What follows belongs to an exercise in optimizing a design on an open flow for small area and a short achievable clock period; a production flow would make more cautious choices.
The RTL was checked by simulation tests, not by an equivalence proof against the original design.
Power figures rest on the tool's default switching activity, not on a simulated workload.

==> design/flow/design.v <==
module mul16(a, b, x, y);
input [15:0] a, b;
output [31:0] x, y;
wire pp0_0 = a[0] & b[0];
wire pp0_1 = a[0] & b[1];
wire pp0_2 = a[0] & b[2];
wire pp0_3 = a[0] & b[3];
wire pp0_4 = a[0] & b[4];
wire pp0_5 = a[0] & b[5];
wire pp0_6 = a[0] & b[6];
wire pp0_7 = a[0] & b[7];
wire pp0_8 = a[0] & b[8];
wire pp0_9 = a[0] & b[9];
wire pp0_10 = a[0] & b[10];
wire pp0_11 = a[0] & b[11];
wire pp0_12 = a[0] & b[12];
wire pp0_13 = a[0] & b[13];
wire pp0_14 = a[0] & b[14];
wire pp0_15 = a[0] & b[15];
wire pp1_0 = a[1] & b[0];
wire pp1_1 = a[1] & b[1];
wire pp1_2 = a[1] & b[2];
wire pp1_3 = a[1] & b[3];
wire pp1_4 = a[1] & b[4];
wire pp1_5 = a[1] & b[5];
wire pp1_6 = a[1] & b[6];
wire pp1_7 = a[1] & b[7];
wire pp1_8 = a[1] & b[8];
wire pp1_9 = a[1] & b[9];
wire pp1_10 = a[1] & b[10];
wire pp1_11 = a[1] & b[11];
wire pp1_12 = a[1] & b[12];
wire pp1_13 = a[1] & b[13];
wire pp1_14 = a[1] & b[14];
wire pp1_15 = a[1] & b[15];
wire pp2_0 = a[2] & b[0];
wire pp2_1 = a[2] & b[1];
wire pp2_2 = a[2] & b[2];
wire pp2_3 = a[2] & b[3];
wire pp2_4 = a[2] & b[4];
wire pp2_5 = a[2] & b[5];
wire pp2_6 = a[2] & b[6];
wire pp2_7 = a[2] & b[7];
wire pp2_8 = a[2] & b[8];
wire pp2_9 = a[2] & b[9];
wire pp2_10 = a[2] & b[10];
wire pp2_11 = a[2] & b[11];
wire pp2_12 = a[2] & b[12];
wire pp2_13 = a[2] & b[13];
wire pp2_14 = a[2] & b[14];
wire pp2_15 = a[2] & b[15];
wire pp3_0 = a[3] & b[0];
wire pp3_1 = a[3] & b[1];
wire pp3_2 = a[3] & b[2];
wire pp3_3 = a[3] & b[3];
wire pp3_4 = a[3] & b[4];
wire pp3_5 = a[3] & b[5];
wire pp3_6 = a[3] & b[6];
wire pp3_7 = a[3] & b[7];
wire pp3_8 = a[3] & b[8];
wire pp3_9 = a[3] & b[9];
wire pp3_10 = a[3] & b[10];
wire pp3_11 = a[3] & b[11];
wire pp3_12 = a[3] & b[12];
wire pp3_13 = a[3] & b[13];
wire pp3_14 = a[3] & b[14];
wire pp3_15 = a[3] & b[15];
wire pp4_0 = a[4] & b[0];
wire pp4_1 = a[4] & b[1];
wire pp4_2 = a[4] & b[2];
wire pp4_3 = a[4] & b[3];
wire pp4_4 = a[4] & b[4];
wire pp4_5 = a[4] & b[5];
wire pp4_6 = a[4] & b[6];
wire pp4_7 = a[4] & b[7];
wire pp4_8 = a[4] & b[8];
wire pp4_9 = a[4] & b[9];
wire pp4_10 = a[4] & b[10];
wire pp4_11 = a[4] & b[11];
wire pp4_12 = a[4] & b[12];
wire pp4_13 = a[4] & b[13];
wire pp4_14 = a[4] & b[14];
wire pp4_15 = a[4] & b[15];
wire pp5_0 = a[5] & b[0];
wire pp5_1 = a[5] & b[1];
wire pp5_2 = a[5] & b[2];
wire pp5_3 = a[5] & b[3];
wire pp5_4 = a[5] & b[4];
wire pp5_5 = a[5] & b[5];
wire pp5_6 = a[5] & b[6];
wire pp5_7 = a[5] & b[7];
wire pp5_8 = a[5] & b[8];
wire pp5_9 = a[5] & b[9];
wire pp5_10 = a[5] & b[10];
wire pp5_11 = a[5] & b[11];
wire pp5_12 = a[5] & b[12];
wire pp5_13 = a[5] & b[13];
wire pp5_14 = a[5] & b[14];
wire pp5_15 = a[5] & b[15];
wire pp6_0 = a[6] & b[0];
wire pp6_1 = a[6] & b[1];
wire pp6_2 = a[6] & b[2];
wire pp6_3 = a[6] & b[3];
wire pp6_4 = a[6] & b[4];
wire pp6_5 = a[6] & b[5];
wire pp6_6 = a[6] & b[6];
wire pp6_7 = a[6] & b[7];
wire pp6_8 = a[6] & b[8];
wire pp6_9 = a[6] & b[9];
wire pp6_10 = a[6] & b[10];
wire pp6_11 = a[6] & b[11];
wire pp6_12 = a[6] & b[12];
wire pp6_13 = a[6] & b[13];
wire pp6_14 = a[6] & b[14];
wire pp6_15 = a[6] & b[15];
wire pp7_0 = a[7] & b[0];
wire pp7_1 = a[7] & b[1];
wire pp7_2 = a[7] & b[2];
wire pp7_3 = a[7] & b[3];
wire pp7_4 = a[7] & b[4];
wire pp7_5 = a[7] & b[5];
wire pp7_6 = a[7] & b[6];
wire pp7_7 = a[7] & b[7];
wire pp7_8 = a[7] & b[8];
wire pp7_9 = a[7] & b[9];
wire pp7_10 = a[7] & b[10];
wire pp7_11 = a[7] & b[11];
wire pp7_12 = a[7] & b[12];
wire pp7_13 = a[7] & b[13];
wire pp7_14 = a[7] & b[14];
wire pp7_15 = a[7] & b[15];
wire pp8_0 = a[8] & b[0];
wire pp8_1 = a[8] & b[1];
wire pp8_2 = a[8] & b[2];
wire pp8_3 = a[8] & b[3];
wire pp8_4 = a[8] & b[4];
wire pp8_5 = a[8] & b[5];
wire pp8_6 = a[8] & b[6];
wire pp8_7 = a[8] & b[7];
wire pp8_8 = a[8] & b[8];
wire pp8_9 = a[8] & b[9];
wire pp8_10 = a[8] & b[10];
wire pp8_11 = a[8] & b[11];
wire pp8_12 = a[8] & b[12];
wire pp8_13 = a[8] & b[13];
wire pp8_14 = a[8] & b[14];
wire pp8_15 = a[8] & b[15];
wire pp9_0 = a[9] & b[0];
wire pp9_1 = a[9] & b[1];
wire pp9_2 = a[9] & b[2];
wire pp9_3 = a[9] & b[3];
wire pp9_4 = a[9] & b[4];
wire pp9_5 = a[9] & b[5];
wire pp9_6 = a[9] & b[6];
wire pp9_7 = a[9] & b[7];
wire pp9_8 = a[9] & b[8];
wire pp9_9 = a[9] & b[9];
wire pp9_10 = a[9] & b[10];
wire pp9_11 = a[9] & b[11];
wire pp9_12 = a[9] & b[12];
wire pp9_13 = a[9] & b[13];
wire pp9_14 = a[9] & b[14];
wire pp9_15 = a[9] & b[15];
wire pp10_0 = a[10] & b[0];
wire pp10_1 = a[10] & b[1];
wire pp10_2 = a[10] & b[2];
wire pp10_3 = a[10] & b[3];
wire pp10_4 = a[10] & b[4];
wire pp10_5 = a[10] & b[5];
wire pp10_6 = a[10] & b[6];
wire pp10_7 = a[10] & b[7];
wire pp10_8 = a[10] & b[8];
wire pp10_9 = a[10] & b[9];
wire pp10_10 = a[10] & b[10];
wire pp10_11 = a[10] & b[11];
wire pp10_12 = a[10] & b[12];
wire pp10_13 = a[10] & b[13];
wire pp10_14 = a[10] & b[14];
wire pp10_15 = a[10] & b[15];
wire pp11_0 = a[11] & b[0];
wire pp11_1 = a[11] & b[1];
wire pp11_2 = a[11] & b[2];
wire pp11_3 = a[11] & b[3];
wire pp11_4 = a[11] & b[4];
wire pp11_5 = a[11] & b[5];
wire pp11_6 = a[11] & b[6];
wire pp11_7 = a[11] & b[7];
wire pp11_8 = a[11] & b[8];
wire pp11_9 = a[11] & b[9];
wire pp11_10 = a[11] & b[10];
wire pp11_11 = a[11] & b[11];
wire pp11_12 = a[11] & b[12];
wire pp11_13 = a[11] & b[13];
wire pp11_14 = a[11] & b[14];
wire pp11_15 = a[11] & b[15];
wire pp12_0 = a[12] & b[0];
wire pp12_1 = a[12] & b[1];
wire pp12_2 = a[12] & b[2];
wire pp12_3 = a[12] & b[3];
wire pp12_4 = a[12] & b[4];
wire pp12_5 = a[12] & b[5];
wire pp12_6 = a[12] & b[6];
wire pp12_7 = a[12] & b[7];
wire pp12_8 = a[12] & b[8];
wire pp12_9 = a[12] & b[9];
wire pp12_10 = a[12] & b[10];
wire pp12_11 = a[12] & b[11];
wire pp12_12 = a[12] & b[12];
wire pp12_13 = a[12] & b[13];
wire pp12_14 = a[12] & b[14];
wire pp12_15 = a[12] & b[15];
wire pp13_0 = a[13] & b[0];
wire pp13_1 = a[13] & b[1];
wire pp13_2 = a[13] & b[2];
wire pp13_3 = a[13] & b[3];
wire pp13_4 = a[13] & b[4];
wire pp13_5 = a[13] & b[5];
wire pp13_6 = a[13] & b[6];
wire pp13_7 = a[13] & b[7];
wire pp13_8 = a[13] & b[8];
wire pp13_9 = a[13] & b[9];
wire pp13_10 = a[13] & b[10];
wire pp13_11 = a[13] & b[11];
wire pp13_12 = a[13] & b[12];
wire pp13_13 = a[13] & b[13];
wire pp13_14 = a[13] & b[14];
wire pp13_15 = a[13] & b[15];
wire pp14_0 = a[14] & b[0];
wire pp14_1 = a[14] & b[1];
wire pp14_2 = a[14] & b[2];
wire pp14_3 = a[14] & b[3];
wire pp14_4 = a[14] & b[4];
wire pp14_5 = a[14] & b[5];
wire pp14_6 = a[14] & b[6];
wire pp14_7 = a[14] & b[7];
wire pp14_8 = a[14] & b[8];
wire pp14_9 = a[14] & b[9];
wire pp14_10 = a[14] & b[10];
wire pp14_11 = a[14] & b[11];
wire pp14_12 = a[14] & b[12];
wire pp14_13 = a[14] & b[13];
wire pp14_14 = a[14] & b[14];
wire pp14_15 = a[14] & b[15];
wire pp15_0 = a[15] & b[0];
wire pp15_1 = a[15] & b[1];
wire pp15_2 = a[15] & b[2];
wire pp15_3 = a[15] & b[3];
wire pp15_4 = a[15] & b[4];
wire pp15_5 = a[15] & b[5];
wire pp15_6 = a[15] & b[6];
wire pp15_7 = a[15] & b[7];
wire pp15_8 = a[15] & b[8];
wire pp15_9 = a[15] & b[9];
wire pp15_10 = a[15] & b[10];
wire pp15_11 = a[15] & b[11];
wire pp15_12 = a[15] & b[12];
wire pp15_13 = a[15] & b[13];
wire pp15_14 = a[15] & b[14];
wire pp15_15 = a[15] & b[15];
wire s0 = pp0_13 ^ pp1_12;
wire c0 = pp0_13 & pp1_12;
wire s1 = pp0_14 ^ pp1_13 ^ pp2_12;
wire c1 = (pp0_14 & pp1_13) | (pp0_14 & pp2_12) | (pp1_13 & pp2_12);
wire s2 = pp3_11 ^ pp4_10;
wire c2 = pp3_11 & pp4_10;
wire s3 = pp0_15 ^ pp1_14 ^ pp2_13;
wire c3 = (pp0_15 & pp1_14) | (pp0_15 & pp2_13) | (pp1_14 & pp2_13);
wire s4 = pp3_12 ^ pp4_11 ^ pp5_10;
wire c4 = (pp3_12 & pp4_11) | (pp3_12 & pp5_10) | (pp4_11 & pp5_10);
wire s5 = pp6_9 ^ pp7_8;
wire c5 = pp6_9 & pp7_8;
wire s6 = pp1_15 ^ pp2_14 ^ pp3_13;
wire c6 = (pp1_15 & pp2_14) | (pp1_15 & pp3_13) | (pp2_14 & pp3_13);
wire s7 = pp4_12 ^ pp5_11 ^ pp6_10;
wire c7 = (pp4_12 & pp5_11) | (pp4_12 & pp6_10) | (pp5_11 & pp6_10);
wire s8 = pp7_9 ^ pp8_8;
wire c8 = pp7_9 & pp8_8;
wire s9 = pp2_15 ^ pp3_14 ^ pp4_13;
wire c9 = (pp2_15 & pp3_14) | (pp2_15 & pp4_13) | (pp3_14 & pp4_13);
wire s10 = pp5_12 ^ pp6_11 ^ pp7_10;
wire c10 = (pp5_12 & pp6_11) | (pp5_12 & pp7_10) | (pp6_11 & pp7_10);
wire s11 = pp3_15 ^ pp4_14 ^ pp5_13;
wire c11 = (pp3_15 & pp4_14) | (pp3_15 & pp5_13) | (pp4_14 & pp5_13);
wire s12 = pp0_9 ^ pp1_8;
wire c12 = pp0_9 & pp1_8;
wire s13 = pp0_10 ^ pp1_9 ^ pp2_8;
wire c13 = (pp0_10 & pp1_9) | (pp0_10 & pp2_8) | (pp1_9 & pp2_8);
wire s14 = pp3_7 ^ pp4_6;
wire c14 = pp3_7 & pp4_6;
wire s15 = pp0_11 ^ pp1_10 ^ pp2_9;
wire c15 = (pp0_11 & pp1_10) | (pp0_11 & pp2_9) | (pp1_10 & pp2_9);
wire s16 = pp3_8 ^ pp4_7 ^ pp5_6;
wire c16 = (pp3_8 & pp4_7) | (pp3_8 & pp5_6) | (pp4_7 & pp5_6);
wire s17 = pp6_5 ^ pp7_4;
wire c17 = pp6_5 & pp7_4;
wire s18 = pp0_12 ^ pp1_11 ^ pp2_10;
wire c18 = (pp0_12 & pp1_11) | (pp0_12 & pp2_10) | (pp1_11 & pp2_10);
wire s19 = pp3_9 ^ pp4_8 ^ pp5_7;
wire c19 = (pp3_9 & pp4_8) | (pp3_9 & pp5_7) | (pp4_8 & pp5_7);
wire s20 = pp6_6 ^ pp7_5 ^ pp8_4;
wire c20 = (pp6_6 & pp7_5) | (pp6_6 & pp8_4) | (pp7_5 & pp8_4);
wire s21 = pp9_3 ^ pp10_2;
wire c21 = pp9_3 & pp10_2;
wire s22 = pp2_11 ^ pp3_10 ^ pp4_9;
wire c22 = (pp2_11 & pp3_10) | (pp2_11 & pp4_9) | (pp3_10 & pp4_9);
wire s23 = pp5_8 ^ pp6_7 ^ pp7_6;
wire c23 = (pp5_8 & pp6_7) | (pp5_8 & pp7_6) | (pp6_7 & pp7_6);
wire s24 = pp8_5 ^ pp9_4 ^ pp10_3;
wire c24 = (pp8_5 & pp9_4) | (pp8_5 & pp10_3) | (pp9_4 & pp10_3);
wire s25 = pp11_2 ^ pp12_1 ^ pp13_0;
wire c25 = (pp11_2 & pp12_1) | (pp11_2 & pp13_0) | (pp12_1 & pp13_0);
wire s26 = pp5_9 ^ pp6_8 ^ pp7_7;
wire c26 = (pp5_9 & pp6_8) | (pp5_9 & pp7_7) | (pp6_8 & pp7_7);
wire s27 = pp8_6 ^ pp9_5 ^ pp10_4;
wire c27 = (pp8_6 & pp9_5) | (pp8_6 & pp10_4) | (pp9_5 & pp10_4);
wire s28 = pp11_3 ^ pp12_2 ^ pp13_1;
wire c28 = (pp11_3 & pp12_2) | (pp11_3 & pp13_1) | (pp12_2 & pp13_1);
wire s29 = pp14_0 ^ s1 ^ s2;
wire c29 = (pp14_0 & s1) | (pp14_0 & s2) | (s1 & s2);
wire s30 = pp8_7 ^ pp9_6 ^ pp10_5;
wire c30 = (pp8_7 & pp9_6) | (pp8_7 & pp10_5) | (pp9_6 & pp10_5);
wire s31 = pp11_4 ^ pp12_3 ^ pp13_2;
wire c31 = (pp11_4 & pp12_3) | (pp11_4 & pp13_2) | (pp12_3 & pp13_2);
wire s32 = pp14_1 ^ pp15_0 ^ s3;
wire c32 = (pp14_1 & pp15_0) | (pp14_1 & s3) | (pp15_0 & s3);
wire s33 = s4 ^ s5 ^ c1;
wire c33 = (s4 & s5) | (s4 & c1) | (s5 & c1);
wire s34 = pp9_7 ^ pp10_6 ^ pp11_5;
wire c34 = (pp9_7 & pp10_6) | (pp9_7 & pp11_5) | (pp10_6 & pp11_5);
wire s35 = pp12_4 ^ pp13_3 ^ pp14_2;
wire c35 = (pp12_4 & pp13_3) | (pp12_4 & pp14_2) | (pp13_3 & pp14_2);
wire s36 = pp15_1 ^ s6 ^ s7;
wire c36 = (pp15_1 & s6) | (pp15_1 & s7) | (s6 & s7);
wire s37 = s8 ^ c3 ^ c4;
wire c37 = (s8 & c3) | (s8 & c4) | (c3 & c4);
wire s38 = pp8_9 ^ pp9_8 ^ pp10_7;
wire c38 = (pp8_9 & pp9_8) | (pp8_9 & pp10_7) | (pp9_8 & pp10_7);
wire s39 = pp11_6 ^ pp12_5 ^ pp13_4;
wire c39 = (pp11_6 & pp12_5) | (pp11_6 & pp13_4) | (pp12_5 & pp13_4);
wire s40 = pp14_3 ^ pp15_2 ^ s9;
wire c40 = (pp14_3 & pp15_2) | (pp14_3 & s9) | (pp15_2 & s9);
wire s41 = s10 ^ c6 ^ c7;
wire c41 = (s10 & c6) | (s10 & c7) | (c6 & c7);
wire s42 = pp6_12 ^ pp7_11 ^ pp8_10;
wire c42 = (pp6_12 & pp7_11) | (pp6_12 & pp8_10) | (pp7_11 & pp8_10);
wire s43 = pp9_9 ^ pp10_8 ^ pp11_7;
wire c43 = (pp9_9 & pp10_8) | (pp9_9 & pp11_7) | (pp10_8 & pp11_7);
wire s44 = pp12_6 ^ pp13_5 ^ pp14_4;
wire c44 = (pp12_6 & pp13_5) | (pp12_6 & pp14_4) | (pp13_5 & pp14_4);
wire s45 = pp15_3 ^ s11 ^ c9;
wire c45 = (pp15_3 & s11) | (pp15_3 & c9) | (s11 & c9);
wire s46 = pp4_15 ^ pp5_14 ^ pp6_13;
wire c46 = (pp4_15 & pp5_14) | (pp4_15 & pp6_13) | (pp5_14 & pp6_13);
wire s47 = pp7_12 ^ pp8_11 ^ pp9_10;
wire c47 = (pp7_12 & pp8_11) | (pp7_12 & pp9_10) | (pp8_11 & pp9_10);
wire s48 = pp10_9 ^ pp11_8 ^ pp12_7;
wire c48 = (pp10_9 & pp11_8) | (pp10_9 & pp12_7) | (pp11_8 & pp12_7);
wire s49 = pp13_6 ^ pp14_5 ^ pp15_4;
wire c49 = (pp13_6 & pp14_5) | (pp13_6 & pp15_4) | (pp14_5 & pp15_4);
wire s50 = pp5_15 ^ pp6_14 ^ pp7_13;
wire c50 = (pp5_15 & pp6_14) | (pp5_15 & pp7_13) | (pp6_14 & pp7_13);
wire s51 = pp8_12 ^ pp9_11 ^ pp10_10;
wire c51 = (pp8_12 & pp9_11) | (pp8_12 & pp10_10) | (pp9_11 & pp10_10);
wire s52 = pp11_9 ^ pp12_8 ^ pp13_7;
wire c52 = (pp11_9 & pp12_8) | (pp11_9 & pp13_7) | (pp12_8 & pp13_7);
wire s53 = pp6_15 ^ pp7_14 ^ pp8_13;
wire c53 = (pp6_15 & pp7_14) | (pp6_15 & pp8_13) | (pp7_14 & pp8_13);
wire s54 = pp9_12 ^ pp10_11 ^ pp11_10;
wire c54 = (pp9_12 & pp10_11) | (pp9_12 & pp11_10) | (pp10_11 & pp11_10);
wire s55 = pp7_15 ^ pp8_14 ^ pp9_13;
wire c55 = (pp7_15 & pp8_14) | (pp7_15 & pp9_13) | (pp8_14 & pp9_13);
wire s56 = pp0_6 ^ pp1_5;
wire c56 = pp0_6 & pp1_5;
wire s57 = pp0_7 ^ pp1_6 ^ pp2_5;
wire c57 = (pp0_7 & pp1_6) | (pp0_7 & pp2_5) | (pp1_6 & pp2_5);
wire s58 = pp3_4 ^ pp4_3;
wire c58 = pp3_4 & pp4_3;
wire s59 = pp0_8 ^ pp1_7 ^ pp2_6;
wire c59 = (pp0_8 & pp1_7) | (pp0_8 & pp2_6) | (pp1_7 & pp2_6);
wire s60 = pp3_5 ^ pp4_4 ^ pp5_3;
wire c60 = (pp3_5 & pp4_4) | (pp3_5 & pp5_3) | (pp4_4 & pp5_3);
wire s61 = pp6_2 ^ pp7_1;
wire c61 = pp6_2 & pp7_1;
wire s62 = pp2_7 ^ pp3_6 ^ pp4_5;
wire c62 = (pp2_7 & pp3_6) | (pp2_7 & pp4_5) | (pp3_6 & pp4_5);
wire s63 = pp5_4 ^ pp6_3 ^ pp7_2;
wire c63 = (pp5_4 & pp6_3) | (pp5_4 & pp7_2) | (pp6_3 & pp7_2);
wire s64 = pp8_1 ^ pp9_0 ^ s12;
wire c64 = (pp8_1 & pp9_0) | (pp8_1 & s12) | (pp9_0 & s12);
wire s65 = pp5_5 ^ pp6_4 ^ pp7_3;
wire c65 = (pp5_5 & pp6_4) | (pp5_5 & pp7_3) | (pp6_4 & pp7_3);
wire s66 = pp8_2 ^ pp9_1 ^ pp10_0;
wire c66 = (pp8_2 & pp9_1) | (pp8_2 & pp10_0) | (pp9_1 & pp10_0);
wire s67 = s13 ^ s14 ^ c12;
wire c67 = (s13 & s14) | (s13 & c12) | (s14 & c12);
wire s68 = pp8_3 ^ pp9_2 ^ pp10_1;
wire c68 = (pp8_3 & pp9_2) | (pp8_3 & pp10_1) | (pp9_2 & pp10_1);
wire s69 = pp11_0 ^ s15 ^ s16;
wire c69 = (pp11_0 & s15) | (pp11_0 & s16) | (s15 & s16);
wire s70 = s17 ^ c13 ^ c14;
wire c70 = (s17 & c13) | (s17 & c14) | (c13 & c14);
wire s71 = pp11_1 ^ pp12_0 ^ s18;
wire c71 = (pp11_1 & pp12_0) | (pp11_1 & s18) | (pp12_0 & s18);
wire s72 = s19 ^ s20 ^ s21;
wire c72 = (s19 & s20) | (s19 & s21) | (s20 & s21);
wire s73 = c15 ^ c16 ^ c17;
wire c73 = (c15 & c16) | (c15 & c17) | (c16 & c17);
wire s74 = s0 ^ s22 ^ s23;
wire c74 = (s0 & s22) | (s0 & s23) | (s22 & s23);
wire s75 = s24 ^ s25 ^ c18;
wire c75 = (s24 & s25) | (s24 & c18) | (s25 & c18);
wire s76 = c19 ^ c20 ^ c21;
wire c76 = (c19 & c20) | (c19 & c21) | (c20 & c21);
wire s77 = c0 ^ s26 ^ s27;
wire c77 = (c0 & s26) | (c0 & s27) | (s26 & s27);
wire s78 = s28 ^ s29 ^ c22;
wire c78 = (s28 & s29) | (s28 & c22) | (s29 & c22);
wire s79 = c23 ^ c24 ^ c25;
wire c79 = (c23 & c24) | (c23 & c25) | (c24 & c25);
wire s80 = c2 ^ s30 ^ s31;
wire c80 = (c2 & s30) | (c2 & s31) | (s30 & s31);
wire s81 = s32 ^ s33 ^ c26;
wire c81 = (s32 & s33) | (s32 & c26) | (s33 & c26);
wire s82 = c27 ^ c28 ^ c29;
wire c82 = (c27 & c28) | (c27 & c29) | (c28 & c29);
wire s83 = c5 ^ s34 ^ s35;
wire c83 = (c5 & s34) | (c5 & s35) | (s34 & s35);
wire s84 = s36 ^ s37 ^ c30;
wire c84 = (s36 & s37) | (s36 & c30) | (s37 & c30);
wire s85 = c31 ^ c32 ^ c33;
wire c85 = (c31 & c32) | (c31 & c33) | (c32 & c33);
wire s86 = c8 ^ s38 ^ s39;
wire c86 = (c8 & s38) | (c8 & s39) | (s38 & s39);
wire s87 = s40 ^ s41 ^ c34;
wire c87 = (s40 & s41) | (s40 & c34) | (s41 & c34);
wire s88 = c35 ^ c36 ^ c37;
wire c88 = (c35 & c36) | (c35 & c37) | (c36 & c37);
wire s89 = c10 ^ s42 ^ s43;
wire c89 = (c10 & s42) | (c10 & s43) | (s42 & s43);
wire s90 = s44 ^ s45 ^ c38;
wire c90 = (s44 & s45) | (s44 & c38) | (s45 & c38);
wire s91 = c39 ^ c40 ^ c41;
wire c91 = (c39 & c40) | (c39 & c41) | (c40 & c41);
wire s92 = c11 ^ s46 ^ s47;
wire c92 = (c11 & s46) | (c11 & s47) | (s46 & s47);
wire s93 = s48 ^ s49 ^ c42;
wire c93 = (s48 & s49) | (s48 & c42) | (s49 & c42);
wire s94 = c43 ^ c44 ^ c45;
wire c94 = (c43 & c44) | (c43 & c45) | (c44 & c45);
wire s95 = pp14_6 ^ pp15_5 ^ s50;
wire c95 = (pp14_6 & pp15_5) | (pp14_6 & s50) | (pp15_5 & s50);
wire s96 = s51 ^ s52 ^ c46;
wire c96 = (s51 & s52) | (s51 & c46) | (s52 & c46);
wire s97 = c47 ^ c48 ^ c49;
wire c97 = (c47 & c48) | (c47 & c49) | (c48 & c49);
wire s98 = pp12_9 ^ pp13_8 ^ pp14_7;
wire c98 = (pp12_9 & pp13_8) | (pp12_9 & pp14_7) | (pp13_8 & pp14_7);
wire s99 = pp15_6 ^ s53 ^ s54;
wire c99 = (pp15_6 & s53) | (pp15_6 & s54) | (s53 & s54);
wire s100 = c50 ^ c51 ^ c52;
wire c100 = (c50 & c51) | (c50 & c52) | (c51 & c52);
wire s101 = pp10_12 ^ pp11_11 ^ pp12_10;
wire c101 = (pp10_12 & pp11_11) | (pp10_12 & pp12_10) | (pp11_11 & pp12_10);
wire s102 = pp13_9 ^ pp14_8 ^ pp15_7;
wire c102 = (pp13_9 & pp14_8) | (pp13_9 & pp15_7) | (pp14_8 & pp15_7);
wire s103 = s55 ^ c53 ^ c54;
wire c103 = (s55 & c53) | (s55 & c54) | (c53 & c54);
wire s104 = pp8_15 ^ pp9_14 ^ pp10_13;
wire c104 = (pp8_15 & pp9_14) | (pp8_15 & pp10_13) | (pp9_14 & pp10_13);
wire s105 = pp11_12 ^ pp12_11 ^ pp13_10;
wire c105 = (pp11_12 & pp12_11) | (pp11_12 & pp13_10) | (pp12_11 & pp13_10);
wire s106 = pp14_9 ^ pp15_8 ^ c55;
wire c106 = (pp14_9 & pp15_8) | (pp14_9 & c55) | (pp15_8 & c55);
wire s107 = pp9_15 ^ pp10_14 ^ pp11_13;
wire c107 = (pp9_15 & pp10_14) | (pp9_15 & pp11_13) | (pp10_14 & pp11_13);
wire s108 = pp12_12 ^ pp13_11 ^ pp14_10;
wire c108 = (pp12_12 & pp13_11) | (pp12_12 & pp14_10) | (pp13_11 & pp14_10);
wire s109 = pp10_15 ^ pp11_14 ^ pp12_13;
wire c109 = (pp10_15 & pp11_14) | (pp10_15 & pp12_13) | (pp11_14 & pp12_13);
wire s110 = pp0_4 ^ pp1_3;
wire c110 = pp0_4 & pp1_3;
wire s111 = pp0_5 ^ pp1_4 ^ pp2_3;
wire c111 = (pp0_5 & pp1_4) | (pp0_5 & pp2_3) | (pp1_4 & pp2_3);
wire s112 = pp3_2 ^ pp4_1;
wire c112 = pp3_2 & pp4_1;
wire s113 = pp2_4 ^ pp3_3 ^ pp4_2;
wire c113 = (pp2_4 & pp3_3) | (pp2_4 & pp4_2) | (pp3_3 & pp4_2);
wire s114 = pp5_1 ^ pp6_0 ^ s56;
wire c114 = (pp5_1 & pp6_0) | (pp5_1 & s56) | (pp6_0 & s56);
wire s115 = pp5_2 ^ pp6_1 ^ pp7_0;
wire c115 = (pp5_2 & pp6_1) | (pp5_2 & pp7_0) | (pp6_1 & pp7_0);
wire s116 = s57 ^ s58 ^ c56;
wire c116 = (s57 & s58) | (s57 & c56) | (s58 & c56);
wire s117 = pp8_0 ^ s59 ^ s60;
wire c117 = (pp8_0 & s59) | (pp8_0 & s60) | (s59 & s60);
wire s118 = s61 ^ c57 ^ c58;
wire c118 = (s61 & c57) | (s61 & c58) | (c57 & c58);
wire s119 = s62 ^ s63 ^ s64;
wire c119 = (s62 & s63) | (s62 & s64) | (s63 & s64);
wire s120 = c59 ^ c60 ^ c61;
wire c120 = (c59 & c60) | (c59 & c61) | (c60 & c61);
wire s121 = s65 ^ s66 ^ s67;
wire c121 = (s65 & s66) | (s65 & s67) | (s66 & s67);
wire s122 = c62 ^ c63 ^ c64;
wire c122 = (c62 & c63) | (c62 & c64) | (c63 & c64);
wire s123 = s68 ^ s69 ^ s70;
wire c123 = (s68 & s69) | (s68 & s70) | (s69 & s70);
wire s124 = c65 ^ c66 ^ c67;
wire c124 = (c65 & c66) | (c65 & c67) | (c66 & c67);
wire s125 = s71 ^ s72 ^ s73;
wire c125 = (s71 & s72) | (s71 & s73) | (s72 & s73);
wire s126 = c68 ^ c69 ^ c70;
wire c126 = (c68 & c69) | (c68 & c70) | (c69 & c70);
wire s127 = s74 ^ s75 ^ s76;
wire c127 = (s74 & s75) | (s74 & s76) | (s75 & s76);
wire s128 = c71 ^ c72 ^ c73;
wire c128 = (c71 & c72) | (c71 & c73) | (c72 & c73);
wire s129 = s77 ^ s78 ^ s79;
wire c129 = (s77 & s78) | (s77 & s79) | (s78 & s79);
wire s130 = c74 ^ c75 ^ c76;
wire c130 = (c74 & c75) | (c74 & c76) | (c75 & c76);
wire s131 = s80 ^ s81 ^ s82;
wire c131 = (s80 & s81) | (s80 & s82) | (s81 & s82);
wire s132 = c77 ^ c78 ^ c79;
wire c132 = (c77 & c78) | (c77 & c79) | (c78 & c79);
wire s133 = s83 ^ s84 ^ s85;
wire c133 = (s83 & s84) | (s83 & s85) | (s84 & s85);
wire s134 = c80 ^ c81 ^ c82;
wire c134 = (c80 & c81) | (c80 & c82) | (c81 & c82);
wire s135 = s86 ^ s87 ^ s88;
wire c135 = (s86 & s87) | (s86 & s88) | (s87 & s88);
wire s136 = c83 ^ c84 ^ c85;
wire c136 = (c83 & c84) | (c83 & c85) | (c84 & c85);
wire s137 = s89 ^ s90 ^ s91;
wire c137 = (s89 & s90) | (s89 & s91) | (s90 & s91);
wire s138 = c86 ^ c87 ^ c88;
wire c138 = (c86 & c87) | (c86 & c88) | (c87 & c88);
wire s139 = s92 ^ s93 ^ s94;
wire c139 = (s92 & s93) | (s92 & s94) | (s93 & s94);
wire s140 = c89 ^ c90 ^ c91;
wire c140 = (c89 & c90) | (c89 & c91) | (c90 & c91);
wire s141 = s95 ^ s96 ^ s97;
wire c141 = (s95 & s96) | (s95 & s97) | (s96 & s97);
wire s142 = c92 ^ c93 ^ c94;
wire c142 = (c92 & c93) | (c92 & c94) | (c93 & c94);
wire s143 = s98 ^ s99 ^ s100;
wire c143 = (s98 & s99) | (s98 & s100) | (s99 & s100);
wire s144 = c95 ^ c96 ^ c97;
wire c144 = (c95 & c96) | (c95 & c97) | (c96 & c97);
wire s145 = s101 ^ s102 ^ s103;
wire c145 = (s101 & s102) | (s101 & s103) | (s102 & s103);
wire s146 = c98 ^ c99 ^ c100;
wire c146 = (c98 & c99) | (c98 & c100) | (c99 & c100);
wire s147 = s104 ^ s105 ^ s106;
wire c147 = (s104 & s105) | (s104 & s106) | (s105 & s106);
wire s148 = c101 ^ c102 ^ c103;
wire c148 = (c101 & c102) | (c101 & c103) | (c102 & c103);
wire s149 = pp15_9 ^ s107 ^ s108;
wire c149 = (pp15_9 & s107) | (pp15_9 & s108) | (s107 & s108);
wire s150 = c104 ^ c105 ^ c106;
wire c150 = (c104 & c105) | (c104 & c106) | (c105 & c106);
wire s151 = pp13_12 ^ pp14_11 ^ pp15_10;
wire c151 = (pp13_12 & pp14_11) | (pp13_12 & pp15_10) | (pp14_11 & pp15_10);
wire s152 = s109 ^ c107 ^ c108;
wire c152 = (s109 & c107) | (s109 & c108) | (c107 & c108);
wire s153 = pp11_15 ^ pp12_14 ^ pp13_13;
wire c153 = (pp11_15 & pp12_14) | (pp11_15 & pp13_13) | (pp12_14 & pp13_13);
wire s154 = pp14_12 ^ pp15_11 ^ c109;
wire c154 = (pp14_12 & pp15_11) | (pp14_12 & c109) | (pp15_11 & c109);
wire s155 = pp12_15 ^ pp13_14 ^ pp14_13;
wire c155 = (pp12_15 & pp13_14) | (pp12_15 & pp14_13) | (pp13_14 & pp14_13);
wire s156 = pp0_3 ^ pp1_2;
wire c156 = pp0_3 & pp1_2;
wire s157 = pp2_2 ^ pp3_1 ^ pp4_0;
wire c157 = (pp2_2 & pp3_1) | (pp2_2 & pp4_0) | (pp3_1 & pp4_0);
wire s158 = pp5_0 ^ s111 ^ s112;
wire c158 = (pp5_0 & s111) | (pp5_0 & s112) | (s111 & s112);
wire s159 = s113 ^ s114 ^ c111;
wire c159 = (s113 & s114) | (s113 & c111) | (s114 & c111);
wire s160 = s115 ^ s116 ^ c113;
wire c160 = (s115 & s116) | (s115 & c113) | (s116 & c113);
wire s161 = s117 ^ s118 ^ c115;
wire c161 = (s117 & s118) | (s117 & c115) | (s118 & c115);
wire s162 = s119 ^ s120 ^ c117;
wire c162 = (s119 & s120) | (s119 & c117) | (s120 & c117);
wire s163 = s121 ^ s122 ^ c119;
wire c163 = (s121 & s122) | (s121 & c119) | (s122 & c119);
wire s164 = s123 ^ s124 ^ c121;
wire c164 = (s123 & s124) | (s123 & c121) | (s124 & c121);
wire s165 = s125 ^ s126 ^ c123;
wire c165 = (s125 & s126) | (s125 & c123) | (s126 & c123);
wire s166 = s127 ^ s128 ^ c125;
wire c166 = (s127 & s128) | (s127 & c125) | (s128 & c125);
wire s167 = s129 ^ s130 ^ c127;
wire c167 = (s129 & s130) | (s129 & c127) | (s130 & c127);
wire s168 = s131 ^ s132 ^ c129;
wire c168 = (s131 & s132) | (s131 & c129) | (s132 & c129);
wire s169 = s133 ^ s134 ^ c131;
wire c169 = (s133 & s134) | (s133 & c131) | (s134 & c131);
wire s170 = s135 ^ s136 ^ c133;
wire c170 = (s135 & s136) | (s135 & c133) | (s136 & c133);
wire s171 = s137 ^ s138 ^ c135;
wire c171 = (s137 & s138) | (s137 & c135) | (s138 & c135);
wire s172 = s139 ^ s140 ^ c137;
wire c172 = (s139 & s140) | (s139 & c137) | (s140 & c137);
wire s173 = s141 ^ s142 ^ c139;
wire c173 = (s141 & s142) | (s141 & c139) | (s142 & c139);
wire s174 = s143 ^ s144 ^ c141;
wire c174 = (s143 & s144) | (s143 & c141) | (s144 & c141);
wire s175 = s145 ^ s146 ^ c143;
wire c175 = (s145 & s146) | (s145 & c143) | (s146 & c143);
wire s176 = s147 ^ s148 ^ c145;
wire c176 = (s147 & s148) | (s147 & c145) | (s148 & c145);
wire s177 = s149 ^ s150 ^ c147;
wire c177 = (s149 & s150) | (s149 & c147) | (s150 & c147);
wire s178 = s151 ^ s152 ^ c149;
wire c178 = (s151 & s152) | (s151 & c149) | (s152 & c149);
wire s179 = s153 ^ s154 ^ c151;
wire c179 = (s153 & s154) | (s153 & c151) | (s154 & c151);
wire s180 = pp15_12 ^ s155 ^ c153;
wire c180 = (pp15_12 & s155) | (pp15_12 & c153) | (s155 & c153);
wire s181 = pp13_15 ^ pp14_14 ^ pp15_13;
wire c181 = (pp13_15 & pp14_14) | (pp13_15 & pp15_13) | (pp14_14 & pp15_13);
wire s182 = pp0_2 ^ pp1_1;
wire c182 = pp0_2 & pp1_1;
wire s183 = pp2_1 ^ pp3_0 ^ s156;
wire c183 = (pp2_1 & pp3_0) | (pp2_1 & s156) | (pp3_0 & s156);
wire s184 = s110 ^ s157 ^ c156;
wire c184 = (s110 & s157) | (s110 & c156) | (s157 & c156);
wire s185 = c110 ^ s158 ^ c157;
wire c185 = (c110 & s158) | (c110 & c157) | (s158 & c157);
wire s186 = c112 ^ s159 ^ c158;
wire c186 = (c112 & s159) | (c112 & c158) | (s159 & c158);
wire s187 = c114 ^ s160 ^ c159;
wire c187 = (c114 & s160) | (c114 & c159) | (s160 & c159);
wire s188 = c116 ^ s161 ^ c160;
wire c188 = (c116 & s161) | (c116 & c160) | (s161 & c160);
wire s189 = c118 ^ s162 ^ c161;
wire c189 = (c118 & s162) | (c118 & c161) | (s162 & c161);
wire s190 = c120 ^ s163 ^ c162;
wire c190 = (c120 & s163) | (c120 & c162) | (s163 & c162);
wire s191 = c122 ^ s164 ^ c163;
wire c191 = (c122 & s164) | (c122 & c163) | (s164 & c163);
wire s192 = c124 ^ s165 ^ c164;
wire c192 = (c124 & s165) | (c124 & c164) | (s165 & c164);
wire s193 = c126 ^ s166 ^ c165;
wire c193 = (c126 & s166) | (c126 & c165) | (s166 & c165);
wire s194 = c128 ^ s167 ^ c166;
wire c194 = (c128 & s167) | (c128 & c166) | (s167 & c166);
wire s195 = c130 ^ s168 ^ c167;
wire c195 = (c130 & s168) | (c130 & c167) | (s168 & c167);
wire s196 = c132 ^ s169 ^ c168;
wire c196 = (c132 & s169) | (c132 & c168) | (s169 & c168);
wire s197 = c134 ^ s170 ^ c169;
wire c197 = (c134 & s170) | (c134 & c169) | (s170 & c169);
wire s198 = c136 ^ s171 ^ c170;
wire c198 = (c136 & s171) | (c136 & c170) | (s171 & c170);
wire s199 = c138 ^ s172 ^ c171;
wire c199 = (c138 & s172) | (c138 & c171) | (s172 & c171);
wire s200 = c140 ^ s173 ^ c172;
wire c200 = (c140 & s173) | (c140 & c172) | (s173 & c172);
wire s201 = c142 ^ s174 ^ c173;
wire c201 = (c142 & s174) | (c142 & c173) | (s174 & c173);
wire s202 = c144 ^ s175 ^ c174;
wire c202 = (c144 & s175) | (c144 & c174) | (s175 & c174);
wire s203 = c146 ^ s176 ^ c175;
wire c203 = (c146 & s176) | (c146 & c175) | (s176 & c175);
wire s204 = c148 ^ s177 ^ c176;
wire c204 = (c148 & s177) | (c148 & c176) | (s177 & c176);
wire s205 = c150 ^ s178 ^ c177;
wire c205 = (c150 & s178) | (c150 & c177) | (s178 & c177);
wire s206 = c152 ^ s179 ^ c178;
wire c206 = (c152 & s179) | (c152 & c178) | (s179 & c178);
wire s207 = c154 ^ s180 ^ c179;
wire c207 = (c154 & s180) | (c154 & c179) | (s180 & c179);
wire s208 = c155 ^ s181 ^ c180;
wire c208 = (c155 & s181) | (c155 & c180) | (s181 & c180);
wire s209 = pp14_15 ^ pp15_14 ^ c181;
wire c209 = (pp14_15 & pp15_14) | (pp14_15 & c181) | (pp15_14 & c181);
assign x = {1'b0, pp15_15, s209, s208, s207, s206, s205, s204, s203, s202, s201, s200, s199, s198, s197, s196, s195, s194, s193, s192, s191, s190, s189, s188, s187, s186, s185, s184, s183, pp2_0, pp0_1, pp0_0};
assign y = {1'b0, c209, c208, c207, c206, c205, c204, c203, c202, c201, c200, c199, c198, c197, c196, c195, c194, c193, c192, c191, c190, c189, c188, c187, c186, c185, c184, c183, c182, s182, pp1_0, 1'b0};
endmodule
module processor(clock,reset,imem_addr,imem_data,wb_en,wb_addr,wb_data,flags);
input clock,reset;
output [7:0] imem_addr;
input [15:0] imem_data;
output wb_en;
output [2:0] wb_addr;
output [15:0] wb_data;
output [3:0] flags;
reg [7:0] pc;
reg [15:0] ir;
reg [3:0] fl;             
reg [15:0] rf [0:7];
reg [7:0] rv;
reg [15:0] dm [0:9];
reg [9:0] dv;
reg [14:0] hx, hy;       
reg hc;
reg [15:0] lo;
reg hlv;
reg [15:0] opa, opb;      
reg s_sum, s_shl, s_shr, s_or, s_and, s_mem, s_lo, s_hi;
wire [3:0] op = ir[3:0];
wire [2:0] rd = ir[6:4];
wire [2:0] f  = ir[15:13];
wire [5:0] c6 = ir[15:10];
wire [15:0] sx = {1'b0, {9{c6[5]}}, c6};
wire fZ = fl[3], fN = fl[2], fC = fl[1], fV = fl[0];
wire [15:0] A = opa;
wire [15:0] B = opb;
wire [16:0] sum = {1'b0, A} + {1'b0, B};
wire [16:0] shl = {1'b0, A} << f;
reg [15:0] shr;
integer b;
always @* for (b = 0; b < 16; b = b + 1) shr[b] = shl[15 - b];
wire addok = (op == 4'd0) & ((f == 3'd0) | ((f == 3'd1) & fN) | ((f == 3'd2) & fZ));
wire [16:0] res = ({17{s_sum}} & sum) | ({17{s_shl}} & shl) | ({17{s_shr}} & {1'b0, shr}) |
                  ({17{s_or}} & {1'b0, A | B}) | ({17{s_and}} & {1'b0, A & B});
wire [9:0] hit;
genvar k;
generate
  for (k = 0; k < 10; k = k + 1) begin : g_hit
    wire [15:0] kk = k;
    wire [15:0] t = A ^ sx ^ kk;
    wire [15:1] g = (A[14:0] & sx[14:0]) | (A[14:0] & t[14:0]) | (sx[14:0] & t[14:0]);
    assign hit[k] = ~t[0] & ~|(t[15:1] ^ g);
  end
endgenerate
wire ahi0 = &((A[15:5] ^ sx[15:5]) ~^ (A[14:4] | sx[14:4])) & ~sum[4];
reg [15:0] mword;
always @* begin
  case (sum[3:0])
    4'd0: mword = dv[0] ? dm[0] : 16'h4000;
    4'd1: mword = dv[1] ? dm[1] : 16'h4001;
    4'd2: mword = dv[2] ? dm[2] : 16'h4002;
    4'd3: mword = dv[3] ? dm[3] : 16'h4003;
    4'd4: mword = dv[4] ? dm[4] : 16'h4004;
    4'd5: mword = dv[5] ? dm[5] : 16'h4005;
    4'd6: mword = dv[6] ? dm[6] : 16'h4006;
    4'd7: mword = dv[7] ? dm[7] : 16'h4007;
    4'd8: mword = dv[8] ? dm[8] : 16'h4008;
    4'd9: mword = dv[9] ? dm[9] : 16'h4009;
    default: mword = 16'd0;
  endcase
end
wire [15:0] mdata = ahi0 ? mword : 16'd0;
integer j;
wire [31:0] mx, my;
mul16 u_mul(.a(A), .b(B), .x(mx), .y(my));
wire [16:0] P = {1'b0, mx[15:0]} + {1'b0, my[15:0]};    
wire p16 = P[16] ^ mx[16] ^ my[16];                     
wire [15:0] hsum = {1'b0, hx} + {1'b0, hy} + hc;
wire pz_hi = &((mx[31:17] ^ my[31:17]) ~^ (mx[30:16] | my[30:16])) & ~p16;
wire [15:0] wd = res[15:0] | ({16{s_mem}} & mdata) | ({16{s_lo & hlv}} & lo) |
                 ({16{s_hi & hlv}} & {1'b0, hsum[15:1]});
wire we = addok | (op == 4'd1) | (op == 4'd2) | (op == 4'd3) | (op == 4'd4) |
          (op == 4'd5) | (op == 4'd6) | (op == 4'd7) | (op == 4'd11) | (op == 4'd12);
wire setfl = addok | (op == 4'd1) | (op == 4'd2) | (op == 4'd3) | (op == 4'd4) | (op == 4'd5);
wire st = (op == 4'd8);
wire mul = (op == 4'd10);
always @(posedge clock) begin
  if (we) rf[rd] <= wd;
  for (j = 0; j < 10; j = j + 1)
    if (st & hit[j]) dm[j] <= B;
  if (mul) begin
    hx <= mx[30:16];
    hy <= my[30:16];
    hc <= P[16];
    lo <= P[15:0];
  end
end
always @(posedge clock, posedge reset) begin
  if (reset) begin
    rv <= 8'd0;
    dv <= 10'd0;
    hlv <= 1'b0;
  end else begin
    if (we) rv[rd] <= 1'b1;
    for (j = 0; j < 10; j = j + 1)
      if (st & hit[j]) dv[j] <= 1'b1;
    if (mul) hlv <= 1'b1;
  end
end
always @(posedge clock, posedge reset) begin
  if (reset)
    fl <= 4'd0;
  else if (setfl)
    fl <= {res == 17'd0, res[16:15] == 2'b01, (op == 4'd0) & res[16], res[16]};
  else if (mul)
    fl <= {(A == 16'd0) | (B == 16'd0), pz_hi & P[15], 2'b00};
end
wire [3:0] nop = imem_data[3:0];
wire [2:0] nrs = imem_data[9:7];
wire [2:0] nrt = (nop == 4'd8) ? imem_data[6:4] : imem_data[12:10];
wire [5:0] nc6 = imem_data[15:10];
wire [15:0] nsx = {1'b0, {9{nc6[5]}}, nc6};
wire nimm = (nop == 4'd5) | (nop == 4'd6) | (nop == 4'd7);
wire nli = (nop == 4'd6);
wire [15:0] rA = (rv[nrs] & ~nli) ? rf[nrs] : 16'd0;
wire [15:0] rB = rv[nrt] ? rf[nrt] : 16'd0;
wire fwa = we & (rd == nrs) & ~nli;
wire nsr = (nop == 4'd2);
wire [15:0] ra_in = fwa ? wd : rA;
reg [15:0] ra_rev;
always @* for (b = 0; b < 16; b = b + 1) ra_rev[b] = ra_in[15 - b];
wire fwb = we & (rd == nrt);
wire brc = (op == 4'd9) & (((f == 3'd1) & fN) | ((f == 3'd2) & fZ) | ((f == 3'd3) & fV) | ((f == 3'd4) & fC));
wire jmp = (op == 4'd9) & (f == 3'd0);
always @(posedge clock, posedge reset) begin
  if (reset) begin
    pc <= 8'd0;
    ir <= 16'd0;
    opa <= 16'd0;
    opb <= 16'd0;
    s_sum <= 1'b1;
    s_shl <= 1'b0;
    s_shr <= 1'b0;
    s_or <= 1'b0;
    s_and <= 1'b0;
    s_mem <= 1'b0;
    s_lo <= 1'b0;
    s_hi <= 1'b0;
  end else begin
    ir <= imem_data;
    opa <= nsr ? ra_rev : ra_in;
    opb <= nimm ? nsx : fwb ? wd : rB;
    s_sum <= (nop == 4'd0) | (nop == 4'd5) | (nop == 4'd6);
    s_shl <= (nop == 4'd1);
    s_shr <= (nop == 4'd2);
    s_or <= (nop == 4'd3);
    s_and <= (nop == 4'd4);
    s_mem <= (nop == 4'd7);
    s_lo <= (nop == 4'd11);
    s_hi <= (nop == 4'd12);
    if (jmp) pc <= pc + ir[11:4];
    else if (brc) pc <= ir[11:4];
    else pc <= pc + 8'd1;
  end
end
assign imem_addr = pc;
assign wb_en = we;
assign wb_addr = rd;
assign wb_data = wd;
assign flags = fl;
endmodule
==> design/flow/run.sh <==
#!/bin/bash
# synth_recipe.tcl (not shown) runs the flow's synth.tcl, then flattens the netlist and writes it again
# the make line also repeats each setting of config.mk as NAME=value (left out here)
make -C /OpenROAD-flow-scripts/flow DESIGN_CONFIG=/design/flow/config.mk WORK_HOME=/design/flow/orfs CLKGATE_MAP_FILE= SYNTH_SCRIPT=/design/flow/synth_recipe.tcl finish
==> design/flow/config.mk <==
export PLATFORM = sky130hd
export DESIGN_NAME = processor
export DESIGN_NICKNAME = processor
export VERILOG_FILES = /design/flow/design.v
export SDC_FILE = /design/flow/constraint.sdc
export NUM_CORES = 4
export LEC_CHECK = 0
export CAP_MARGIN = 0
export CORE_MARGIN = 2
export CORE_UTILIZATION = 35
export SETUP_SLACK_MARGIN = 5
export SLEW_MARGIN = 0
export TNS_END_PERCENT = 5
==> design/flow/constraint.sdc <==
create_clock -name core_clock -period 11.0 [get_ports {clock}]
set_input_delay 2.2000 -clock core_clock [delete_from_list [all_inputs] [get_ports {clock}]]
set_output_delay 2.2000 -clock core_clock [all_outputs]
set_load 0.01 [all_outputs]
==> impl_metrics.py, run 1 <==
metrics = {
    "grt": {
        "grt_pass1_wl_mm": 148,
        "grt_pass1_vias": 21537,
        "grt_max_degree": 71,
        "grt_overflow_total": 0,
        "track_usage_pct": 24.5,
        "antenna_found_initial": 2,
    },
    "power_and_ir_drop": {
        "power.density_mw_per_mm2": 229,
        "peakVddDrop_uv": 213,
        "p_leak_nw": 12.7,
    },
    "finish": {
        "n_antenna_cell": 0,
        "drive_gt1_share_pct": 19.9,
        "final_cells": 3665,
        "num-nets-final": 2906,
        "fillers": 7503,
        "syn2layout_area_growth_pct": 18.5,
    },
    "sta": {
        "worstMarginPinSlew_ps": 1260,
        "slew_headroom_pct": 15.9,
        "setup_slack_ps": 4830,
        "finalCriticalPeriod_ps": 6170,
        "fin_skew_ps": 21.2,
        "finalSetupTns_ps": 0,
        "setup_viol": 0,
        "post-route-period-util_pct": 56.1,
        "rsz0062_at_grt": "true",
        "max_freq_mhz": 162,
        "hold_viol": 0,
        "slew_violations": 0,
    },
    "synth": {
        "synthTopCellsByArea": "edfxtp_1, fa_1, dfrtp_1, mux4_2, ha_1",
        "synth_common_cells": "edfxtp_1, inv_1, nand2_1",
        "synth_mux_area_share_pct": 8.95,
        "synthFlopType": "edfxtp_1",
        "avgSynthCellArea_sq_um": 11.7,
        "yosysSeqAreaShare_pct": 43.2,
        "ys_warn_count": 2,
        "syn_nets": 2756,
        "synth-edff-count": 335,
        "async_flop_share_pct": 20.6,
        "synth_fa_ha_area_share_pct": 19.4,
        "postSynthCellCount": 2418,
        "synth-simple-area-share_pct": 10.7,
        "synth-xor-area-share_pct": 2.57,
        "synth_area_leader_cell": "edfxtp_1",
        "ys_types": 89,
        "ys_ff_latch": 422,
        "synth_top_family_by_area": "adder cells",
        "netlist.area_leader.share_pct": 35.5,
        "synth_most_common_cell": "edfxtp_1",
        "synth_area_sq_mm": 0.0283,
        "synth_compound_area_share_pct": 9.56,
    },
    "worst_setup_path": {
        "path_class": "reg -> out",
        "crit_top_cell": "buf_4",
        "crit_path_start": "opa[8]",
        "cpPeakStageDelay_ps": 550,
        "slowest_stage": "clkdlybuf4s50_1",
        "crit_chain": "buf_4 > clkinv_4 > ha_1 > xnor2_1 > nor3_2 > nand3_2 > buf_4 > nor4b_2 > buf_4 > nand3_1 > nand4b_1 > buf_6 > clkdlybuf4s50_1",
        "worst_setup_path_start_kind": "flip-flop",
        "cp-end-kind": "output port",
        "cp_data_arrival_time_ps": 3970,
        "path_depth": 13,
        "cpLargestDelayFamily": "buffers and inverters",
        "critPathBufInv": 6,
        "r2r_start": "opb[12]",
        "cp_data_required_time_ps": 8800,
        "worstPathMaxFanout": 15,
        "rr_worst_depth": 19,
    },
    "detailed_routing": {
        "drt_wl_total_mm": 101,
        "via_per_inst": 5.78,
        "drt_iter0_markers": 2238,
        "drc_errors": 0,
        "vias": 21192,
        "wire_per_inst_microns": 27.6,
        "antenna_left": 0,
        "drtPass1Iterations": 6,
    },
    "clock_tree": {
        "cts-root-buf": "clkbuf_16",
        "cts_made_buffers": 45,
        "clock_path_buffers": 3,
        "clock-sinks": 422,
        "clk_pin_slew_worst_paths_ps": 60,
        "clk-insertion-delay-late_ps": 600,
        "cts_tree": "built",
        "cts_max_level": 2,
        "postCtsHoldBufs": 0,
    },
    "placed_design": {
        "hpwl_mm": 71.1,
        "gp_congestion": 0.968,
        "port_buffers": 49,
        "place_ws_ps": 3100,
        "dpl.cell_count": 3477,
    },
    "worst_hold_path": {
        "holdPathStages": 1,
        "worstHoldPathType": "reg -> reg",
        "min-delay-start": "rv[2]",
    },
    "floorplanning": {
        "die_area_sq_mm": 0.0832,
        "core_area_sq_mm": 0.0803,
        "start_util_pct": 35.3,
        "std_cell_rows": 104,
        "chipWidth_microns": 288,
        "die_y_microns": 288,
        "io_pins": 50,
    },
    "job": {
        "drv_cap": 0,
    },
    "run_status": {
        "run_status": "complete, no violations",
    },
}
-- sequential cells by signal (all words and copies together) (netlist names), 4 cells and up --
name  flops
fl        4
lo       16
rf      128
hx       15
opa      16
dm      160
opb      16
hy       15
dv       10
ir       16
pc        8
rv        8
-- per-layer routing --
metal / track usage (%) / up-vias / share of wire, %
li1: - / 8913 / -
met1: 33.2 / 10796 / 40
met2: 37.6 / 1219 / 45
met3: 5.09 / 262 / 9.4
met4: 11.5 / 2 / 5.5
met5: 0 / - / 0.013
-- cells by family (layout without fill, tap and decap cells) --
family	after synthesis	after routing
multiplexers	149	149
AND/OR/NAND/NOR	658	658
AO/OA/AOI/OAI	377	377
XOR/XNOR	83	83
flip-flops	422	422
adder cells (fa/ha/maj)	320	320
buffers and inverters	409	596
-- report_power, final --
group          total [mW]  switching (mW)  leakage (nW)  internal (mW)
Sequential           2.08           0.108          4.14           1.97
Clock                1.61           0.680         0.763          0.933
Combinational        3.99            2.41          7.84           1.57
Total                7.68            3.20          12.7           4.48
-- cell type report --
| type | instances | area (sq um) | share of cell area (%) |
|---|---|---|---|
| Multi-Input combinational cell | 1587 | 15200 | 45.3 |
| Clock buffer | 65 | 1300 | 3.88 |
| Clock inverter | 19 | 267 | 0.794 |
| Sequential cell | 422 | 12300 | 36.5 |
| Inverter | 291 | 1200 | 3.57 |
| Timing Repair Buffer | 221 | 2000 | 5.96 |
| Tap cell | 1060 | 1330 | 3.95 |
-- path summary, 6_finish.rpt --
kind,to,slack [ps]
min in group asynchronous,rv[7],1880
min,rv[2],500
max,wb_data[14],4830
min reg2reg,rv[2],500
max reg2reg,fl[2],4960
max in group asynchronous,opb[0],7700
-- cell usage in the layout (no fill, tap or decap), drive strengths merged, types with 18 or more instances in the layout --
cell and count:
nor4 19, nand2 221, nor2 209, fa 199, a221oi 25, a22oi 24, a21o 20, nand2b 18
buf 170, a21oi 68, xor2 32, dfrtp 86, xnor2 51, mux4 81, clkbuf 67, edfxtp 335
nor2b 18, mux2i 47, ha 121, nand3 38, o211ai 23, inv 275, o21ai 66, nor3 38
mux2 21, clkdlybuf4s50 33
-- metrics by stage --
step / cell area [sq um] / total power, mW / utilization [%] / hold slack [ps]
finish: 33600 / 7.68 / 41.8 / 496
global route: 33600 / 8.16 / 41.8 / 522
CTS: 33300 / 7.63 / 41.5 / 494
detailed placement: 30200 / 5.72 / 37.6 / 479
global placement: 30200 / 5.67 / 37.6 / 473
floorplan: 28300 / 4.51 / - / 439
-- worst reg2reg max path, stage by stage, from the launching register on --
cell and delay (ps):
dfrtp_1 320, buf_4 350, clkinvlp_4 180, buf_4 200, nor2_1 150, fa_1 470
fa_1 460, inv_1 90, fa_1 460, fa_1 470, fa_1 540, inv_1 50
fa_1 520, inv_1 50, ha_1 200, xnor2_1 160, nor4_1 280, nand4_1 140
nor4_2 650, a31o_2 250
-- repair_timing --
item	4_1_cts	5_1_grt
buffers inserted	88	12
resized for setup	209	37
cloned	3	1
pin swaps	33	14
setup endpoints to repair	17	17
==> inputs of run 2 (changes only) <==
--- a/design/flow/config.mk
+++ b/design/flow/config.mk
@@ -6,8 +6,8 @@
 export NUM_CORES = 4
 export LEC_CHECK = 0
-export CAP_MARGIN = 0
+export CAP_MARGIN = 20
 export CORE_MARGIN = 2
 export CORE_UTILIZATION = 35
+export PLACE_DENSITY = 0.8
 export SETUP_SLACK_MARGIN = 5
-export SLEW_MARGIN = 0
-export TNS_END_PERCENT = 5
+export SLEW_MARGIN = 20
==> run 2 against run 1 <==
  * Highest routed layer unchanged
  * Still clean
  * Cell count barely moved
  * Clock-buffer cell count fell by 12
  * Hold slack improved by 12 ps
==> impl_metrics.py, run 2 <==
metrics = {
    "run_status": {
        "run_status": "complete, no violations",
    },
    "floorplanning": {
        "start_util_pct": 35.3,
        "die_area_sq_mm": 0.0832,
        "std_cell_rows": 104,
        "chipWidth_microns": 288,
        "io_pins": 50,
        "core_area_sq_mm": 0.0803,
        "die_y_microns": 288,
    },
    "finish": {
        "reg_top3": "dm x160, rf x128",
        "num-nets-final": 2911,
        "syn2layout_area_growth_pct": 18.3,
        "top_register": "dm",
        "n_antenna_cell": 0,
        "final_cell_mix": "edfxtp_1, inv_1, nand2_1, nor2_1, fa_1",
        "largest_reg_flops": 160,
        "layout_commonest_cell": "edfxtp_1",
        "drive_gt1_share_pct": 20.9,
        "fillers": 7244,
        "final_cells": 3667,
    },
    "worst_setup_path": {
        "cp_data_arrival_time_ps": 3830,
        "cp-end-kind": "output port",
        "worst_setup_path_start_kind": "flip-flop",
        "critPathCapture": "wb_data[14]",
        "worstPathMaxFanout": 18,
        "r2r_start": "opb[15]",
        "reg2reg_to": "fl[2]",
        "path_class": "reg -> out",
        "rr_worst_depth": 16,
        "crit_path_start": "opb[11]",
        "cp_data_required_time_ps": 8800,
        "reg2reg_slack_ps": 5190,
    },
    "sta": {
        "hold_viol": 0,
        "finalCriticalPeriod_ps": 6030,
        "fin_skew_ps": 37.4,
        "max_freq_mhz": 166,
        "finalSetupTns_ps": 0,
        "rsz0062_at_grt": "true",
        "worstMarginPinSlew_ps": 1050,
        "slew_headroom_pct": 30.1,
        "slew_violations": 0,
        "setup_viol": 0,
        "post-route-period-util_pct": 54.8,
    },
    "grt": {
        "grt_overflow_total": 0,
        "antenna_found_initial": 3,
        "grt_pass1_wl_mm": 140,
        "grt_max_degree": 73,
        "grt_pass1_vias": 21897,
        "track_usage_pct": 22.7,
    },
    "synth": {
        "synth_most_common_cell": "edfxtp_1",
        "syn_nets": 2756,
        "ys_types": 89,
        "synthTopCellsByArea": "edfxtp_1, fa_1, dfrtp_1, mux4_2, ha_1",
        "postSynthCellCount": 2418,
        "avgSynthCellArea_sq_um": 11.7,
        "ys_ff_latch": 422,
        "netlist.area_leader.share_pct": 35.5,
        "async_flop_share_pct": 20.6,
        "synthFlopType": "edfxtp_1",
        "synth-edff-count": 335,
        "ys_warn_count": 2,
        "synth_common_cells": "edfxtp_1, inv_1, nand2_1",
        "synth_area_sq_mm": 0.0283,
        "synth_area_leader_cell": "edfxtp_1",
        "yosysSeqAreaShare_pct": 43.2,
    },
    "placed_design": {
        "gp_congestion": 0.993,
        "port_buffers": 49,
        "dpl.cell_count": 3471,
        "hpwl_mm": 65.0,
    },
    "detailed_routing": {
        "drtPass1Iterations": 8,
        "antenna_left": 0,
        "drc_errors": 0,
        "drt_wl_total_mm": 94.8,
        "drt_iter0_markers": 3364,
        "vias": 21730,
        "via_per_inst": 5.93,
        "wire_per_inst_microns": 25.9,
    },
    "power_and_ir_drop": {
        "p_leak_nw": 12.7,
        "power.density_mw_per_mm2": 228,
        "p_total_mw": 7.63,
        "peakVddDrop_uv": 162,
    },
    "clock_tree": {
        "clk-insertion-delay-late_ps": 600,
        "clock_path_buffers": 3,
        "cts_tree": "built",
        "postCtsHoldBufs": 0,
        "cts-root-buf": "clkbuf_16",
        "cts_max_level": 2,
        "cts_made_buffers": 42,
        "clk_pin_slew_worst_paths_ps": 70,
        "clock-sinks": 422,
    },
    "worst_hold_path": {
        "min-delay-start": "rv[5]",
        "worstHoldPathType": "reg -> reg",
    },
    "job": {
        "drv_cap": 0,
    },
}
==> run 2: cell types whose count changed in the layout (fill, tap and decap cells not counted), sizes merged <==
cell           change
buf               +11
dlygate4sd2       -11
clkinv            +10
clkbuf             -9
clkdlybuf4s15      +3
inv                -3
a21oi              +1
bufinv             -1
clkdlybuf4s50      -1
clkinvlp           +1
or4b               +1
==> run 2: what timing repair did <==
action / 4_1_cts / 5_1_grt
resized for setup: 221 / 67
setup buffers: 90 / 21
endpoints found under the setup margin: 17 / 17
cloned: 6 / 1
pin swaps: 40 / 32
==> run 2: cell type report <==
type / count / area, sq um / area share, %
inverter: 291 / 1180 / 3.54
clock inverter: 25 / 265 / 0.792
multi-input combinational: 1589 / 15300 / 45.8
tap: 1060 / 1330 / 3.96
timing repair inverter: 1 / 7.51 / 0.0224
timing repair buffer: 226 / 1970 / 5.87
clock buffer: 53 / 1160 / 3.48
sequential: 422 / 12300 / 36.6
==> run 2: metrics by stage <==
step                hold slack (ps)  cell area (sq um)  util (%)  worst slack [ps]
floorplan                       439              28300         -              5470
global placement                470              30200      37.6              3400
detailed placement              481              30200      37.6              3140
CTS                             498              33100      41.2              4920
global route                    516              33500      41.7              4890
finish                          508              33500      41.7              4970
==> run 2: power by group <==
group	internal (mW)	total, mW	leakage, nW	switching, mW
Combinational	1.60	4.06	7.85	2.46
Clock	0.834	1.49	0.696	0.651
Sequential	1.97	2.08	4.13	0.112
Total	4.40	7.63	12.7	3.23
==> run 2: how the worst min path moves through the flow <==
stage,depth (start not counted),to,slack [ps]
after floorplan,1,rv[1],440
after global placement,1,rv[5],470
after detailed placement,1,rv[5],480
after CTS,1,rv[5],500
after global routing,1,rv[5],520
final,1,rv[5],510
==> run 2: cells by family (layout without fill, tap and decap cells) <==
group                      Yosys count  count (layout)  share of synthesized area, %
muxes                              149             149                          8.95
buffers and inverters              409             596                          5.59
and+or+nand+nor                    658             659                          10.7
AOI/OAI and AO/OA                  377             378                          9.56
DFF                                422             422                          43.2
adders and majority gates          320             320                          19.4
xor gates and xnor gates            83              83                          2.57
==> run 2: layer usage <==
| layer | vias up | track usage, % | wire, microns |
|---|---|---|---|
| met2 | 1706 | 35.2 | 42700 |
| met4 | 4 | 14.6 | 7190 |
| met5 | - | 0 | 31 |
| met1 | 10670 | 28.0 | 33300 |
| li1 | 8925 | - | - |
| met3 | 425 | 6.21 | 11600 |
==> run 2: critical path: stages (launching register included) <==
cell        delay [ps]
dfrtp_1            330
buf_4              310
clkinvlp_4         280
ha_1               470
nand2_1            190
nor2_1              70
a21oi_1            240
o31ai_4            140
o2111ai_1          240
o211ai_1           240
nand4b_1           430
buf_4              260

## port drivers added, routing unchanged
In the flow no input, the clock included, has a driving cell. The finished layouts below were timed again as built, in two steps. Step 1, drivers: a clkbuf_16 drives clock and a buf_2 each remaining input, both assumed. Step 2, shift: input delay + t, output delay - t, t = (earliest + latest rising clock arrival at the registers) / 2. This alone moves slack from input paths to output paths. Slacks: no drivers / after step 1 / after step 2; pairs: no drivers / after step 1.
run	shift t [ns]	setup slack, ns	worst register clock-pin slew, ns
run 1	0.651	4.828 / 4.770 / 4.905	0.07 / 0.07
run 2	0.640	4.967 / 4.907 / 4.897	0.07 / 0.07
After both steps setup and hold are still met in every run listed. The setup slack of run 2, which loses most, moves by -0.060 ns with the drivers and by -0.070 ns with both steps.
